Source: an optimization exercise on an open RTL-to-GDS flow (aim: small area, a short achievable clock period and few clock cycles). Production flows keep margins and buffers that such runs may drop.
Where RTL was checked, it was by simulation tests only, not by an equivalence proof against the original.
Power figures rest on the tool's default switching activity, not on a simulated workload.

==> job 1786 <==
==> flow/design.v <==
module top(
    input  wire        clk,
    input  wire        rst,
    input  wire [63:0] i_data,
    input  wire        start,
    output wire [15:0] address,
    output reg         o_valid,
    output reg  [63:0] out_data,
    output reg         out_valid,
    output reg         done,
    output reg  [15:0] o_address,
    output wire [9:0]  done_cnt
);
    reg  [6:0] n;
    reg  [2:0] m;           
    reg        done_r;
    wire [6:0] n1 = n + 7'd1;
    assign address  = {9'd0, n};
    assign done_cnt = {9'd0, done_r};
    reg row0;               
    reg hopf;               
    reg flush;              
    reg left, right;        
    always @(posedge clk) begin
        if (rst || !start) begin
            n       <= 7'd0;
            m       <= 3'd0;
            o_valid <= 1'b1;
            row0    <= 1'b0;
            hopf    <= 1'b0;
            flush   <= 1'b0;
            left    <= 1'b0;
            right   <= 1'b0;
        end else if (n != 7'd113) begin
            n       <= n1;
            m       <= (m == 3'd4) ? 3'd0 : m + 3'd1;
            o_valid <= (n1 < 7'd100);
            row0    <= (n1 >= 7'd1)  && (n1 < 7'd6);
            hopf    <= (n1 >= 7'd2)  && (n1 < 7'd12);
            flush   <= (n1 >= 7'd101);
            left    <= (m == 3'd2);            
            right   <= (m == 3'd1);            
        end
    end
    always @(posedge clk) begin
        if (rst) begin
            out_valid <= 1'b0;
            done      <= 1'b0;
            done_r    <= 1'b0;
        end else begin
            out_valid <= start && (n >= 7'd13) && (n <= 7'd112);
            done      <= start && (n == 7'd112);
            if (start && n == 7'd112) done_r <= 1'b1;
        end
    end
    function gt16(input [15:0] a, input [15:0] b);
        reg [15:0] g, l;
        reg [7:0] g1, l1;
        reg [3:0] g2, l2;
        reg [1:0] g3, l3;
        integer i;
        begin
            g = a & ~b;
            l = ~a & b;
            for (i = 0; i < 8; i = i + 1) begin
                g1[i] = g[2*i+1] | (~l[2*i+1] & g[2*i]);
                l1[i] = l[2*i+1] | (~g[2*i+1] & l[2*i]);
            end
            for (i = 0; i < 4; i = i + 1) begin
                g2[i] = g1[2*i+1] | (~l1[2*i+1] & g1[2*i]);
                l2[i] = l1[2*i+1] | (~g1[2*i+1] & l1[2*i]);
            end
            for (i = 0; i < 2; i = i + 1) begin
                g3[i] = g2[2*i+1] | (~l2[2*i+1] & g2[2*i]);
                l3[i] = l2[2*i+1] | (~g2[2*i+1] & l2[2*i]);
            end
            gt16 = g3[1] | (~l3[1] & g3[0]);
        end
    endfunction
    function [15:0] max2(input [15:0] a, input [15:0] b);
        max2 = gt16(a, b) ? a : b;
    endfunction
    reg  [255:0] ring [0:4];    
    wire [255:0] head = ring[4];
    wire [63:0]  hQ = head[255:192], hR = head[191:128], hS = head[127:64], hY = head[63:0];
    wire [255:0] r0 = ring[0];
    wire [63:0]  r0R = r0[255:192], r0S = r0[191:128], r0P = r0[127:64], r0X = r0[63:0];
    wire [63:0]  x = i_data;
    reg  [63:0]  vout, pn, q1;
    integer j;
    always @(*) begin
        for (j = 0; j < 4; j = j + 1) begin
            vout[16*j +: 16] = (flush || gt16(hQ[16*j +: 16], x[16*j +: 16])) ? hQ[16*j +: 16] : x[16*j +: 16];
            pn[16*j +: 16]   = (!row0 && (flush || gt16(hY[16*j +: 16], x[16*j +: 16])))
                               ? hY[16*j +: 16] : x[16*j +: 16];
            q1[16*j +: 16]   = (!hopf && gt16(r0R[16*j +: 16], r0P[16*j +: 16])) ? r0R[16*j +: 16] : r0P[16*j +: 16];
        end
    end
    always @(posedge clk) begin
        ring[0] <= {hR, hS, pn, x};
        ring[1] <= {q1, r0S, r0P, r0X};
        ring[2] <= ring[1];
        ring[3] <= ring[2];
        ring[4] <= ring[3];
    end
    reg [63:0] Vr;
    reg [15:0] sd, se, sf, sh, sq3;     
    reg [15:0] ph, pq3;                 
    wire [15:0] q0 = Vr[15:0], q1v = Vr[31:16], q2 = Vr[47:32], q3 = Vr[63:48];
    wire [15:0] g  = max2(q0, q1v);
    wire [15:0] h  = max2(q2, q3);
    wire [15:0] a  = max2(q1v, q2);
    wire [15:0] d  = max2(q0, a);
    wire [15:0] e  = max2(a, q3);
    wire [15:0] f  = max2(g, h);
    wire [15:0] o0 = (!left  && gt16(ph, sd))  ? ph  : sd;
    wire [15:0] o1 = (!left  && gt16(pq3, sf)) ? pq3 : sf;
    wire [15:0] o2 = (!right && gt16(q0, sf))  ? q0  : sf;
    wire [15:0] o3 = (!right && gt16(g, se))   ? g   : se;
    always @(posedge clk) begin
        Vr        <= vout;
        sd        <= d;
        se        <= e;
        sf        <= f;
        sh        <= h;
        sq3       <= q3;
        ph        <= sh;
        pq3       <= sq3;
        out_data  <= {o3, o2, o1, o0};
        o_address <= {9'd0, n - 7'd13};
    end
endmodule
==> flow/flow/run.sh <==
#!/bin/bash
# Standard layout, with timing repair aimed at a setup slack of 12 ns (a 4 ns path)
# instead of 0, so the resizer shortens the critical paths; the clock and SDC are unchanged.
set -euo pipefail
bash standard.sh SETUP_SLACK_MARGIN=12 finish > standard_flow.log 2>&1
==> flow/standard.sh <==
#!/bin/bash
# synth_recipe.tcl (not shown) runs the flow's synth.tcl, then flattens the netlist and writes it again
# the make line also repeats each setting of config.mk as NAME=value (left out here)
make -C /OpenROAD-flow-scripts/flow DESIGN_CONFIG=/design/flow/config.mk WORK_HOME=/design/flow/orfs CLKGATE_MAP_FILE= SYNTH_SCRIPT=/design/flow/synth_recipe.tcl "${@:-finish}"
==> flow/config.mk <==
export PLATFORM = sky130hd
export DESIGN_NAME = top
export DESIGN_NICKNAME = top
export VERILOG_FILES = /design/flow/design.v
export SDC_FILE = /design/flow/constraint.sdc
export NUM_CORES = 4
export LEC_CHECK = 0
export CAP_MARGIN = 20
export CORE_MARGIN = 2
export CORE_UTILIZATION = 40
export SLEW_MARGIN = 20
==> flow/constraint.sdc <==
create_clock -name core_clock -period 16.0 [get_ports {clk}]
set_input_delay 3.2000 -clock core_clock [delete_from_list [all_inputs] [get_ports {clk}]]
set_output_delay 3.2000 -clock core_clock [all_outputs]
set_load 0.01 [all_outputs]
==> job 3465: changes against job 1786 <==
==> flow/run.sh (new file) <==
#!/bin/bash
# synth_recipe.tcl (not shown) runs the flow's synth.tcl, then flattens the netlist and writes it again
# the make line also repeats each setting of config.mk as NAME=value (left out here)
make -C /OpenROAD-flow-scripts/flow DESIGN_CONFIG=/design/flow/config.mk WORK_HOME=/design/flow/orfs CLKGATE_MAP_FILE= SYNTH_SCRIPT=/design/flow/synth_recipe.tcl finish
removed: flow/flow/run.sh
removed: flow/standard.sh
==> job 8405: changes against job 1786 <==
==> flow/design.v, changed modules only <==
module top(
    input  wire        clk,
    input  wire        rst,
    input  wire [63:0] i_data,
    input  wire        start,
    output wire [15:0] address,
    output reg         o_valid,
    output reg  [63:0] out_data,
    output reg         out_valid,
    output reg         done,
    output reg  [15:0] o_address,
    output wire [9:0]  done_cnt
);
    reg  [6:0] n;
    reg  [2:0] m;           
    reg        done_r;
    wire [6:0] n1 = n + 7'd1;
    assign address  = {9'd0, n};
    assign done_cnt = {9'd0, done_r};
    reg row0;               
    reg hopf;               
    reg flush;              
    reg left, right;        
    always @(posedge clk) begin
        if (rst || !start) begin
            n       <= 7'd0;
            m       <= 3'd0;
            o_valid <= 1'b1;
            row0    <= 1'b0;
            hopf    <= 1'b0;
            flush   <= 1'b0;
            left    <= 1'b0;
            right   <= 1'b0;
        end else if (n != 7'd114) begin
            n       <= n1;
            m       <= (m == 3'd4) ? 3'd0 : m + 3'd1;
            o_valid <= (n1 < 7'd100);
            row0    <= (n1 >= 7'd2)  && (n1 < 7'd7);
            hopf    <= (n1 >= 7'd3)  && (n1 < 7'd13);
            flush   <= (n1 >= 7'd102);
            left    <= (m == 3'd3);            
            right   <= (m == 3'd2);            
        end
    end
    always @(posedge clk) begin
        if (rst) begin
            out_valid <= 1'b0;
            done      <= 1'b0;
            done_r    <= 1'b0;
        end else begin
            out_valid <= start && (n >= 7'd14) && (n <= 7'd113);
            done      <= start && (n == 7'd113);
            if (start && n == 7'd113) done_r <= 1'b1;
        end
    end
    function gt16(input [15:0] a, input [15:0] b);
        reg [15:0] g, l;
        reg [7:0] g1, l1;
        reg [3:0] g2, l2;
        reg [1:0] g3, l3;
        integer i;
        begin
            g = a & ~b;
            l = ~a & b;
            for (i = 0; i < 8; i = i + 1) begin
                g1[i] = g[2*i+1] | (~l[2*i+1] & g[2*i]);
                l1[i] = l[2*i+1] | (~g[2*i+1] & l[2*i]);
            end
            for (i = 0; i < 4; i = i + 1) begin
                g2[i] = g1[2*i+1] | (~l1[2*i+1] & g1[2*i]);
                l2[i] = l1[2*i+1] | (~g1[2*i+1] & l1[2*i]);
            end
            for (i = 0; i < 2; i = i + 1) begin
                g3[i] = g2[2*i+1] | (~l2[2*i+1] & g2[2*i]);
                l3[i] = l2[2*i+1] | (~g2[2*i+1] & l2[2*i]);
            end
            gt16 = g3[1] | (~l3[1] & g3[0]);
        end
    endfunction
    function [15:0] max2(input [15:0] a, input [15:0] b);
        max2 = gt16(a, b) ? a : b;
    endfunction
    reg  [255:0] ring [0:4];    
    wire [255:0] head = ring[4];
    wire [63:0]  hQ = head[255:192], hR = head[191:128], hS = head[127:64], hY = head[63:0];
    wire [255:0] r0 = ring[0];
    wire [63:0]  r0R = r0[255:192], r0S = r0[191:128], r0P = r0[127:64], r0X = r0[63:0];
    reg  [63:0]  X;
    wire [63:0]  x = X;
    reg  [63:0]  vout, pn, q1;
    integer j;
    always @(*) begin
        for (j = 0; j < 4; j = j + 1) begin
            vout[16*j +: 16] = (flush || gt16(hQ[16*j +: 16], x[16*j +: 16])) ? hQ[16*j +: 16] : x[16*j +: 16];
            pn[16*j +: 16]   = (!row0 && (flush || gt16(hY[16*j +: 16], x[16*j +: 16])))
                               ? hY[16*j +: 16] : x[16*j +: 16];
            q1[16*j +: 16]   = (!hopf && gt16(r0R[16*j +: 16], r0P[16*j +: 16])) ? r0R[16*j +: 16] : r0P[16*j +: 16];
        end
    end
    always @(posedge clk) begin
        X       <= i_data;
        ring[0] <= {hR, hS, pn, x};
        ring[1] <= {q1, r0S, r0P, r0X};
        ring[2] <= ring[1];
        ring[3] <= ring[2];
        ring[4] <= ring[3];
    end
    reg [63:0] Vr;
    reg [15:0] sp2, sp3, ss1, ss2, sq3;     
    reg [15:0] ps2, pq3;                    
    wire [15:0] q0 = Vr[15:0], q1v = Vr[31:16], q2 = Vr[47:32], q3 = Vr[63:48];
    wire [15:0] p1 = max2(q0, q1v);
    wire [15:0] s2 = max2(q2, q3);
    wire [15:0] p2 = max2(p1, q2);
    wire [15:0] p3 = max2(p1, s2);
    wire [15:0] s1 = max2(q1v, s2);
    wire [15:0] o0 = (!left  && gt16(ps2, sp2)) ? ps2 : sp2;
    wire [15:0] o1 = (!left  && gt16(pq3, sp3)) ? pq3 : sp3;
    wire [15:0] o2 = (!right && gt16(q0, sp3))  ? q0  : sp3;
    wire [15:0] o3 = (!right && gt16(p1, ss1))  ? p1  : ss1;
    always @(posedge clk) begin
        Vr        <= vout;
        sp2       <= p2;
        sp3       <= p3;
        ss1       <= s1;
        ss2       <= s2;
        sq3       <= q3;
        ps2       <= ss2;
        pq3       <= sq3;
        out_data  <= {o3, o2, o1, o0};
        o_address <= {9'd0, n - 7'd14};
    end
endmodule
==> flow/flow/run.sh (replaced) <==
#!/bin/bash
# The standard layout (bash standard.sh), with two changes to how it is made; the clock,
# the SDC and the synthesis are unchanged:
#  - timing repair aims at a setup slack of 11.5 ns instead of 0, so the resizer keeps
#    shortening the critical paths well below the 16 ns clock period;
#  - the port buffers are buf_2 cells rather than the resizer's default choice.
set -euo pipefail
bash standard.sh SETUP_SLACK_MARGIN=11.5 "BUFFER_PORTS_ARGS=-buffer_cell sky130_fd_sc_hd__buf_2" "CTS_ARGS=-sink_clustering_enable -repair_clock_nets -buf_list sky130_fd_sc_hd__clkbuf_8 -sink_clustering_size 16 -sink_clustering_max_diameter 50 -dont_use_dummy_load" finish > standard_flow.log 2>&1
==> key figures <==
Run status
  • Status: no timing/DRC/antenna violations

Placed design
  • Routability Congestion: between 0.8 and 0.9

Critical path
  • Reg-to-Reg End: se[6]
  • Reg2reg path depth: 15
  • CP max FO: 18

Clock tree
  • Total CTS buffers: roughly 140

Die
  • Core area: roughly 0.11 mm2

Power and ir drop
  • P_comb: around 2.7 mW

Logic synthesis
  • Adder-Cell Fraction of Synth Area: under 10%
  • Register area share after synthesis: between 70% and 80%

STA
  • Part of the cycle the worst path needs: a little under half
That was job 3465.
==> key figures <==
Run status
  • Status: no timing/DRC/antenna violations

Placed design
  • Routability Congestion: 0.879

Clock tree
  • Total CTS buffers: roughly 150

Logic synthesis
  • Register area share after synthesis: between 70% and 80%
  • Adder-Cell Fraction of Synth Area: ~4.8%

Critical path
  • Reg2reg path depth: 15
That was job 1786.
==> key figures <==
Placed design
  • Routability Congestion: around 0.9

Die
  • Core area: ~0.11 mm2

Critical path
  • CP max FO: 2

Power and ir drop
  • P_comb: around 3.2 mW

Logic synthesis
  • Register area share after synthesis: around three quarters

Run status
  • Status: no timing/DRC/antenna violations
That was job 8405.
Testbench counts of job 8405, summed over its fixed seeds: cycles 2,736.
No functional check of the RTL was part of job 1786 and job 3465.

port drivers added, routing unchanged:
Ports are ideal in the flow. The routed layouts listed here were re-timed in OpenROAD. Step 1 assumes that a clkbuf_16 drives the clock port and a buf_2 every other input. Step 2 adds t to the input delays and takes it off the output delays; t is the mean of the earliest and latest rising clock arrival at the registers after step 1. Input paths then give back, and output paths get back, about the clock's delay inside the block. Three values: ideal, step 1, step 2; two values: the first two.
run | t (ns) | slack for setup (ns) | worst register clock-pin slew, ns | worst slew at a driven data input, ns | cell pins on the clock port's net
job 1786 | 0.790 | 9.648 / 9.677 / 8.887 | 0.07 / 0.07 | 0.12 | 1
job 3465 | 0.802 | 8.688 / 8.738 / 7.935 | 0.07 / 0.07 | 0.11 | 1
job 8405 | 0.832 | 11.497 / 11.435 / 11.557 | 0.10 / 0.10 | 0.08 | 1
After both steps every run listed still meets setup and hold. The setup slack of job 1786, which loses most, moves by +0.029 ns with the drivers and by -0.761 ns with both steps.
